Source: an optimization exercise on an open RTL-to-GDS flow (aim: small area, a short achievable clock period and few clock cycles per item). Production flows keep margins and buffers that such runs may drop. At most, simulation tests tie the RTL to the original design; equivalence was not proved. No activity file was given, so power comes from the tool's default toggle rates.

Setup of try-lagoon:
==> flow/design.v <==
`timescale 1ns / 1ps
module bin2BCD(
    input           clk,
    input           rst,
    input           en,
    input   [11:0]  bin_d_in,
    output  [15:0]  bcd_d_out,
    output          rdy
    );
    function [3:0] add3;
        input [3:0] d;
        reg o3;
        begin
            o3 = d[3] | (d[2] & (d[1] | d[0]));
            add3[3] = o3;
            add3[2] = (d[2] & ~d[1] & ~d[0]) | (d[3] & d[0]);
            add3[1] = (d[3] & ~d[0]) | (d[1] & ~d[2]) | (d[1] & d[0]);
            add3[0] = d[0] ^ o3;
        end
    endfunction
    function [27:0] step;
        input [27:0] x;
        begin
            step = {add3(x[27:24]), add3(x[23:20]), add3(x[19:16]), add3(x[15:12]), x[11:0]} << 1;
        end
    endfunction
    reg  [27:0] s1, s2;
    reg  [22:9] mid;
    reg         result_rdy;
    integer i;
    always @(*) begin
        s1 = {16'b0, bin_d_in};
        for (i = 0; i < 9; i = i + 1)
            s1 = step(s1);
    end
    always @(posedge clk) begin
        mid        <= s1[22:9];
        result_rdy <= en & ~rst;
    end
    always @(*) begin
        s2 = 28'b0;
        s2[22:9] = mid;
        for (i = 9; i < 12; i = i + 1)
            s2 = step(s2);
    end
    assign bcd_d_out = s2[27:12];
    assign rdy       = result_rdy;
endmodule
export LEC_CHECK = 0
export ABC_AREA = 1
export CAP_MARGIN = 20
export CORE_MARGIN = 2
export CORE_UTILIZATION = 40
export SLEW_MARGIN = 20
create_clock -name core_clock -period 5.0 [get_ports {clk}]
run.sh (not shown) runs the stock make flow with config.mk's settings and CLKGATE_MAP_FILE= SYNTH_SCRIPT=/design/flow/synth_recipe.tcl, a recipe that flattens the netlist after the stock synthesis.
Changes in try-tundra relative to try-lagoon:
--- a/flow/design.v
+++ b/flow/design.v
@@ -26,20 +26,20 @@
     endfunction
     reg  [27:0] s1, s2;
-    reg  [22:9] mid;
+    reg  [24:10] mid;
     reg         result_rdy;
     integer i;
     always @(*) begin
         s1 = {16'b0, bin_d_in};
-        for (i = 0; i < 9; i = i + 1)
+        for (i = 0; i < 10; i = i + 1)
             s1 = step(s1);
     end
     always @(posedge clk) begin
-        mid        <= s1[22:9];
+        mid        <= s1[24:10];
         result_rdy <= en & ~rst;
     end
     always @(*) begin
         s2 = 28'b0;
-        s2[22:9] = mid;
-        for (i = 9; i < 12; i = i + 1)
+        s2[24:10] = mid;
+        for (i = 10; i < 12; i = i + 1)
             s2 = step(s2);
     end
## What came out
try-tundra reached the final stage; the timing, DRC and antenna checks on its layout passed.
Going from try-lagoon to try-tundra, placed wire-length estimate grows by 260 um.
Going from try-lagoon to try-tundra, internal power contribution now sits lower, die outline area picked up an extra 2.3%.
try-tundra reports a higher met1 track utilization from global routing than try-lagoon does.
Between try-lagoon and try-tundra, vertical extent of the die increased.
Critical path depth ended up 8 higher on try-tundra than on try-lagoon.
try-tundra vs. try-lagoon: gate count after technology mapping went up by 3.4%.
Testbench counts of try-tundra, summed over its fixed seeds: cycles 8,000, items 4,000.
No functional check of the RTL was part of try-lagoon.

========
## rev 12
Starts from the design.v that is shown in full above.
clock: 5.0 ns
lec_check: 0
abc_area: 1
cap_margin: 20
core_margin: 2
core_utilization: 40
slew_margin: 20
standard.sh (not shown) runs the stock make flow with config.mk's settings and CLKGATE_MAP_FILE= SYNTH_SCRIPT=/design/flow/synth_recipe.tcl, a recipe that flattens the netlist after the stock synthesis.
==> flow/flow/run.sh <==
#!/bin/bash
# Standard ORFS layout, with the smallest buffer (buf_1) as the port buffer.
set -euo pipefail
export BUFFER_PORTS_ARGS="-buffer_cell sky130_fd_sc_hd__buf_1"
bash standard.sh finish > flow_make.log 2>&1
Setup changes, rev 12 to rev 13
--- a/flow/design.v
+++ b/flow/design.v
@@ -26,20 +26,20 @@
     endfunction
     reg  [27:0] s1, s2;
-    reg  [22:9] mid;
+    reg  [24:10] mid;
     reg         result_rdy;
     integer i;
     always @(*) begin
         s1 = {16'b0, bin_d_in};
-        for (i = 0; i < 9; i = i + 1)
+        for (i = 0; i < 10; i = i + 1)
             s1 = step(s1);
     end
     always @(posedge clk) begin
-        mid        <= s1[22:9];
+        mid        <= s1[24:10];
         result_rdy <= en & ~rst;
     end
     always @(*) begin
         s2 = 28'b0;
-        s2[22:9] = mid;
-        for (i = 9; i < 12; i = i + 1)
+        s2[24:10] = mid;
+        for (i = 10; i < 12; i = i + 1)
             s2 = step(s2);
     end
--- outcome ---
Compare rev 13 and rev 12 | maximum operating frequency lower: rev 12. Delta (rev 13 minus rev 12): core utilization rose by 0.39 points; flip-flop and latch count rose by 1; count of cell instances traversed by the critical path rose by 4; post-detailed-route via-to-cell ratio rose by 1.1%; power rose by about 2%. In the tables for rev 13 and rev 12, number of non-filler instances in the completed layout reads lower with rev 12.
Testbench counts of rev 13, summed over its fixed seeds: cycles 8,000, items 4,000.
Function not checked in rev 12: the RTL went through the layout flow alone.

re-timing with driven ports:
No port has a modelled driver above. Below, the same layouts with a new extraction and two added sets of constraints. Step 1 sets driving cells, clkbuf_16 on the clock port and buf_2 on the other inputs (assumed; they add their load-dependent delay and slew). Step 2, shift: input delay + t, output delay - t, t = (earliest + latest rising clock arrival at the registers) / 2. This alone moves slack from input paths to output paths. Three values: ideal, step 1, step 2; two values: the first two.
| run | shift t [ns] | setup WS [ns] | clock arrival spread, ns |
|---|---|---|---|
| try-lagoon | 0.289 | 1.245 / 1.225 / 1.515 | 0.003 / 0.003 |
| try-tundra | 0.301 | 1.604 / 1.598 / 1.297 | 0.005 / 0.005 |
| rev 12 | 0.286 | 1.660 / 1.640 / 1.927 | 0.007 / 0.007 |
| rev 13 | 0.298 | 2.033 / 2.035 / 1.736 | 0.007 / 0.007 |
After both steps every run listed still meets setup and hold. The setup slack of try-tundra, which loses most, moves by -0.006 ns with the drivers and by -0.307 ns with both steps.
